Background: an optimization exercise with open tools, aiming at small area. Do not read the settings as production practice. The RTL was checked by simulation tests, not by an equivalence proof against the original design.

==> flow/design.v (excerpt) <==
module rx_chain(
    input wire clk, reset,
    input wire signed [17:0] sig_in,  
    input wire [3:0] delay_chain1, delay_chain2, delay_chain3,
    output wire signed [17:0] decision_variable,  
    output wire signed [17:0] test_point3a, test_point3b
);
Settings: LEC_CHECK=0, CAP_MARGIN=20, CORE_MARGIN=2, CORE_UTILIZATION=60, CTS_BUF_LIST=sky130_fd_sc_hd__clkbuf_8, CTS_CLUSTER_DIAMETER=60, CTS_CLUSTER_SIZE=20, SLEW_MARGIN=20, SYNTH_HIERARCHICAL=1, SYNTH_MINIMUM_KEEP_SIZE=0; clock period 17.0 ns.
standard.sh (not shown) runs the stock make flow with config.mk's settings and CLKGATE_MAP_FILE= SYNTH_SCRIPT=/design/flow/synth_recipe.tcl, a recipe that flattens the netlist after the stock synthesis.
==> flow/flow/run.sh <==
#!/bin/bash
# The standard layout (the standard.sh, its synthesis unchanged) with two
# changes to how it is built: the port buffers use the smallest buffer cell, and
# the clock tree is built without dummy loads (clkbuf_8 buffers, clusters of at
# most 20 sinks within 60 um). make's output goes to standard.log; ORFS keeps
# each step's own log under orfs/logs.
set -euo pipefail
bash standard.sh finish \
  "BUFFER_PORTS_ARGS=-buffer_cell sky130_fd_sc_hd__buf_1" \
  "CTS_ARGS=-sink_clustering_enable -repair_clock_nets -dont_use_dummy_load -buf_list sky130_fd_sc_hd__clkbuf_8 -sink_clustering_size 20 -sink_clustering_max_diameter 60" \
  > standard.log 2>&1
The starting point produced a clean layout.
Then changed:
==> flow/flow/run.sh (replaced) <==
#!/bin/bash
# The standard layout (the standard.sh, its synthesis unchanged) with two
# changes to how it is built: the port buffers use the smallest buffer cell, and
# the clock tree is built without dummy loads (clkbuf_16 buffers, clusters of at
# most 30 sinks within 50 um). make's output goes to standard.log; ORFS keeps
# each step's own log under orfs/logs.
set -euo pipefail
bash standard.sh finish \
  "BUFFER_PORTS_ARGS=-buffer_cell sky130_fd_sc_hd__buf_1" \
  "CTS_ARGS=-sink_clustering_enable -repair_clock_nets -dont_use_dummy_load -buf_list sky130_fd_sc_hd__clkbuf_16 -sink_clustering_size 30 -sink_clustering_max_diameter 50" \
  > standard.log 2>&1
Settings changed: CORE_UTILIZATION 60 to 45.
The new run produced a clean layout. Cell area increases by 3.0%. Non-clock buffer count increases by 7. Cell count increases by 8.8%. Global-route usage decreases by 6.2 points. Sequential share of layout area decreases by 1.6 points. Die area increases by about 33%. Synthesized cell count is unchanged. Fmax stays flat.
Then changed:
==> flow/run.sh (new file) <==
#!/bin/bash
# synth_recipe.tcl (not shown) runs the flow's synth.tcl, then flattens the netlist and writes it again
# the make line also repeats each setting of config.mk as NAME=value (left out here)
make -C /OpenROAD-flow-scripts/flow DESIGN_CONFIG=/design/flow/config.mk WORK_HOME=/design/flow/orfs CLKGATE_MAP_FILE= SYNTH_SCRIPT=/design/flow/synth_recipe.tcl finish
Settings changed: CORE_UTILIZATION 45 to 70.
removed: flow/flow/run.sh
removed: flow/standard.sh
- The changed run went through all stages and came out clean
- clock skew is lower by 0.064 ns
- non-clock buffer count is lower by 20
- sequential share of layout area rises by 1.2 points
- worst setup slack stays flat
Then changed:
==> flow/flow/run.sh (new file) <==
#!/bin/bash
# The standard layout (the standard.sh, its synthesis unchanged) with two
# changes to how it is built: the port buffers use the smallest buffer cell, and
# the clock tree is built without dummy loads (clkbuf_8 buffers, clusters of at
# most 20 sinks within 60 um). make's output goes to standard.log; ORFS keeps
# each step's own log under orfs/logs.
set -euo pipefail
bash standard.sh finish \
  "BUFFER_PORTS_ARGS=-buffer_cell sky130_fd_sc_hd__buf_1" \
  "CTS_ARGS=-sink_clustering_enable -repair_clock_nets -dont_use_dummy_load -buf_list sky130_fd_sc_hd__clkbuf_8 -sink_clustering_size 20 -sink_clustering_max_diameter 60" \
  > standard.log 2>&1
==> flow/standard.sh (new file) <==
#!/bin/bash
# synth_recipe.tcl (not shown) runs the flow's synth.tcl, then flattens the netlist and writes it again
# the make line also repeats each setting of config.mk as NAME=value (left out here)
make -C /OpenROAD-flow-scripts/flow DESIGN_CONFIG=/design/flow/config.mk WORK_HOME=/design/flow/orfs CLKGATE_MAP_FILE= SYNTH_SCRIPT=/design/flow/synth_recipe.tcl "${@:-finish}"
Settings changed: CORE_UTILIZATION 70 to 45.
removed: flow/run.sh
Outcome: Via count goes down by 2.2%; sequential cell count does not change; count of clock-buffer cells in the layout goes down by 2; setup slack improves by 0.050 ns; routed wire length goes up by 6.1%; sequential share of layout area goes down by 0.14 points; critical path depth is unchanged.
Then changed:
Settings changed: CORE_UTILIZATION 45 to 70.
=> Cell count shrinks by roughly a tenth; setup slack gets worse by 0.027 ns; final area shrinks slightly; routed wire length shrinks by a few percent.
Then changed:
==> flow/flow/run.sh (replaced) <==
#!/bin/bash
# The standard layout (the standard.sh, its synthesis unchanged) with two
# changes to how it is built: the port buffers use the smallest buffer cell, and
# the clock tree is built without dummy loads (clkbuf_4 and clkbuf_8 buffers, clusters of at
# most 20 sinks within 60 um). make's output goes to standard.log; ORFS keeps
# each step's own log under orfs/logs.
set -euo pipefail
bash standard.sh finish \
  "BUFFER_PORTS_ARGS=-buffer_cell sky130_fd_sc_hd__buf_1" \
  "CTS_ARGS=-sink_clustering_enable -repair_clock_nets -dont_use_dummy_load -buf_list {sky130_fd_sc_hd__clkbuf_4 sky130_fd_sc_hd__clkbuf_8} -sink_clustering_size 20 -sink_clustering_max_diameter 60" \
  > standard.log 2>&1
Settings changed: CORE_UTILIZATION 70 to 60.
Effect: The new run completed with no timing, DRC or antenna violations; worst setup slack got worse by 0.051 ns; sequential cell count stays the same; maximum frequency drops by 0.45%; global-route usage goes down by 5.5 points; worst hold slack improved by 0.033 ns; register-to-register slack gets worse by 0.05 ns.

========
Another version of the RTL of rx_chain (not shown whole).
For scale: ~2300 flip-flops, about 86 I/O pins, about 85000 um^2 of cells after synthesis.
export LEC_CHECK = 0
export ABC_AREA = 1
export CAP_MARGIN = 20
export CORE_MARGIN = 2
export CORE_UTILIZATION = 45
export SLEW_MARGIN = 20
export SYNTH_HIERARCHICAL = 1
export SYNTH_MINIMUM_KEEP_SIZE = 0
create_clock -name core_clock -period 17.0 [get_ports {clk}]
run.sh (not shown) runs the stock make flow with config.mk's settings and CLKGATE_MAP_FILE= SYNTH_SCRIPT=/design/flow/synth_recipe.tcl, a recipe that flattens the netlist after the stock synthesis.
Stock flow here: none of the scripts above is used.
The first run passed the timing, DRC and antenna checks.
Edit:
--- a/flow/config.mk
+++ b/flow/config.mk
@@ -11,2 +11,4 @@
 export CORE_UTILIZATION = 45
+export CTS_BUF_LIST = sky130_fd_sc_hd__clkbuf_4
+export CTS_CLUSTER_SIZE = 30
 export SLEW_MARGIN = 20
What happened: Wire length goes up by 1.4%. Clock skew goes up by 0.091 ns. Via count increases by 4.6%. Setup slack is worse by 0.027 ns.

========
RTL: one of the versions met above, not the one the previous note started from.
Size in the first run: ~86 I/O pins.
// rx_chain
module rx_chain(
    input wire clk, reset,
    input wire signed [17:0] sig_in,  
    input wire [3:0] delay_chain1, delay_chain2, delay_chain3,
    output wire signed [17:0] decision_variable,  
    output wire signed [17:0] test_point3a, test_point3b
);
reg [3:0] clk_phase;
always @ (posedge clk or posedge reset)
    if(reset)
        clk_phase <= 4'd0;
    else
        clk_phase <= clk_phase + 4'd1;
RF_Channel_RX rx(
    .sys_clk(clk),
    .clk_phase(clk_phase),
    .sig_in(sig_in),
    .delay_chain1(delay_chain1),
    .delay_chain2(delay_chain2),
    .delay_chain3(delay_chain3),
    .decision_variable(decision_variable),
    .test_point3a(test_point3a),
    .test_point3b(test_point3b)
);
endmodule
make LEC_CHECK=0 CAP_MARGIN=20 CORE_MARGIN=2 CORE_UTILIZATION=60 CTS_BUF_LIST=sky130_fd_sc_hd__clkbuf_8 CTS_CLUSTER_DIAMETER=60 CTS_CLUSTER_SIZE=20 SLEW_MARGIN=20 SYNTH_HIERARCHICAL=1 SYNTH_MINIMUM_KEEP_SIZE=0 finish   # period 17.0 ns
Then changed:
- CORE_UTILIZATION: 60 -> 45
Outcome: Clock skew goes up by 0.0085 ns. Setup slack improves by 0.17 ns. Area after synthesis stays the same.
Then changed:
- CTS_CLUSTER_DIAMETER: 60 -> 50
- CTS_CLUSTER_SIZE: 20 -> 22
The new run completed with no timing, DRC or antenna violations.
Design area climbs by 0.81%.
Worst setup slack hardly moves.
Die area does not change.
Flip-flop and latch count stays the same.
Non-clock buffer count does not change.
Core utilization goes up by 0.40 points.
Fmax barely changes.
Synthesized cell count is unchanged.

========
RTL: one of the versions met above, not the one the previous note started from.
Size in the first run: roughly 6,100 cells after synthesis, about 2,300 flip-flops, roughly 86 I/O pins, about 85,000 um^2 of cells after synthesis.
// rx_chain
module rx_chain(
    input wire clk, reset,
    input wire signed [17:0] sig_in,  
    input wire [3:0] delay_chain1, delay_chain2, delay_chain3,
    output wire signed [17:0] decision_variable,  
    output wire signed [17:0] test_point3a, test_point3b
);
Settings: LEC_CHECK=0, ABC_AREA=1, CAP_MARGIN=20, CORE_MARGIN=2, CORE_UTILIZATION=45, CTS_BUF_LIST=sky130_fd_sc_hd__clkbuf_16, CTS_CLUSTER_DIAMETER=80, CTS_CLUSTER_SIZE=28, SLEW_MARGIN=20, SYNTH_HIERARCHICAL=1, SYNTH_MINIMUM_KEEP_SIZE=0; clock period 17.0 ns.
The starting point completed without violations.
Edit:
Settings changed: CTS_BUF_LIST sky130_fd_sc_hd__clkbuf_16 to sky130_fd_sc_hd__clkbuf_8, CTS_CLUSTER_DIAMETER 80 to 60, CTS_CLUSTER_SIZE 28 to 20.
Result: The changed run went through all stages and came out clean; final area decreases by 0.49%; core utilization goes down by 0.24 points; critical path depth does not change; non-clock buffer count does not change; die area is unchanged; synthesized area does not change.

## re-timing with driven ports
In the flow no input, the clock included, has a driving cell. The finished layouts below were timed again as built, in two steps.
Step 1, drivers: a clkbuf_16 drives clk and a buf_2 each remaining input, both assumed.
Step 2 times the ports against the registers' clock, not the clock port: input delays grow and output delays shrink by t, the midpoint of the rising clock arrivals with the driver on.
Slacks: no drivers / after step 1 / after step 2; pairs: no drivers / after step 1.
run	t (ns)	slack for setup (ns)	worst setup path after step 2	worst data-port slew with drivers (ns)
the first run of note 1	0.893	5.699 / 5.699 / 5.699	register to register	0.04
the second run of note 1	0.830	5.726 / 5.726 / 5.726	register to register	0.07
the third run of note 1	0.926	5.726 / 5.726 / 5.726	register to register	0.09
the fourth run of note 1	0.946	5.776 / 5.776 / 5.776	register to register	0.08
the fifth run of note 1	0.892	5.749 / 5.749 / 5.749	register to register	0.09
the sixth run of note 1	0.893	5.699 / 5.699 / 5.699	register to register	0.04
the first run of note 2	0.937	6.370 / 6.303 / 6.303	input to output	0.08
the second run of note 2	1.409	6.343 / 6.261 / 6.261	input to output	0.08
the first run of note 3	0.938	5.589 / 5.589 / 5.589	register to register	0.04
the second run of note 3	0.969	5.762 / 5.762 / 5.762	register to register	0.05
the third run of note 3	0.966	5.761 / 5.761 / 5.761	register to register	0.05
the first run of note 4	0.867	6.397 / 6.317 / 6.317	input to output	0.08
the second run of note 4	1.050	6.363 / 6.287 / 6.287	input to output	0.08
After both steps every run listed still meets setup and hold. For the second run of note 2, which loses most, drivers alone change the setup slack by -0.082 ns; drivers and shift together by -0.082 ns.
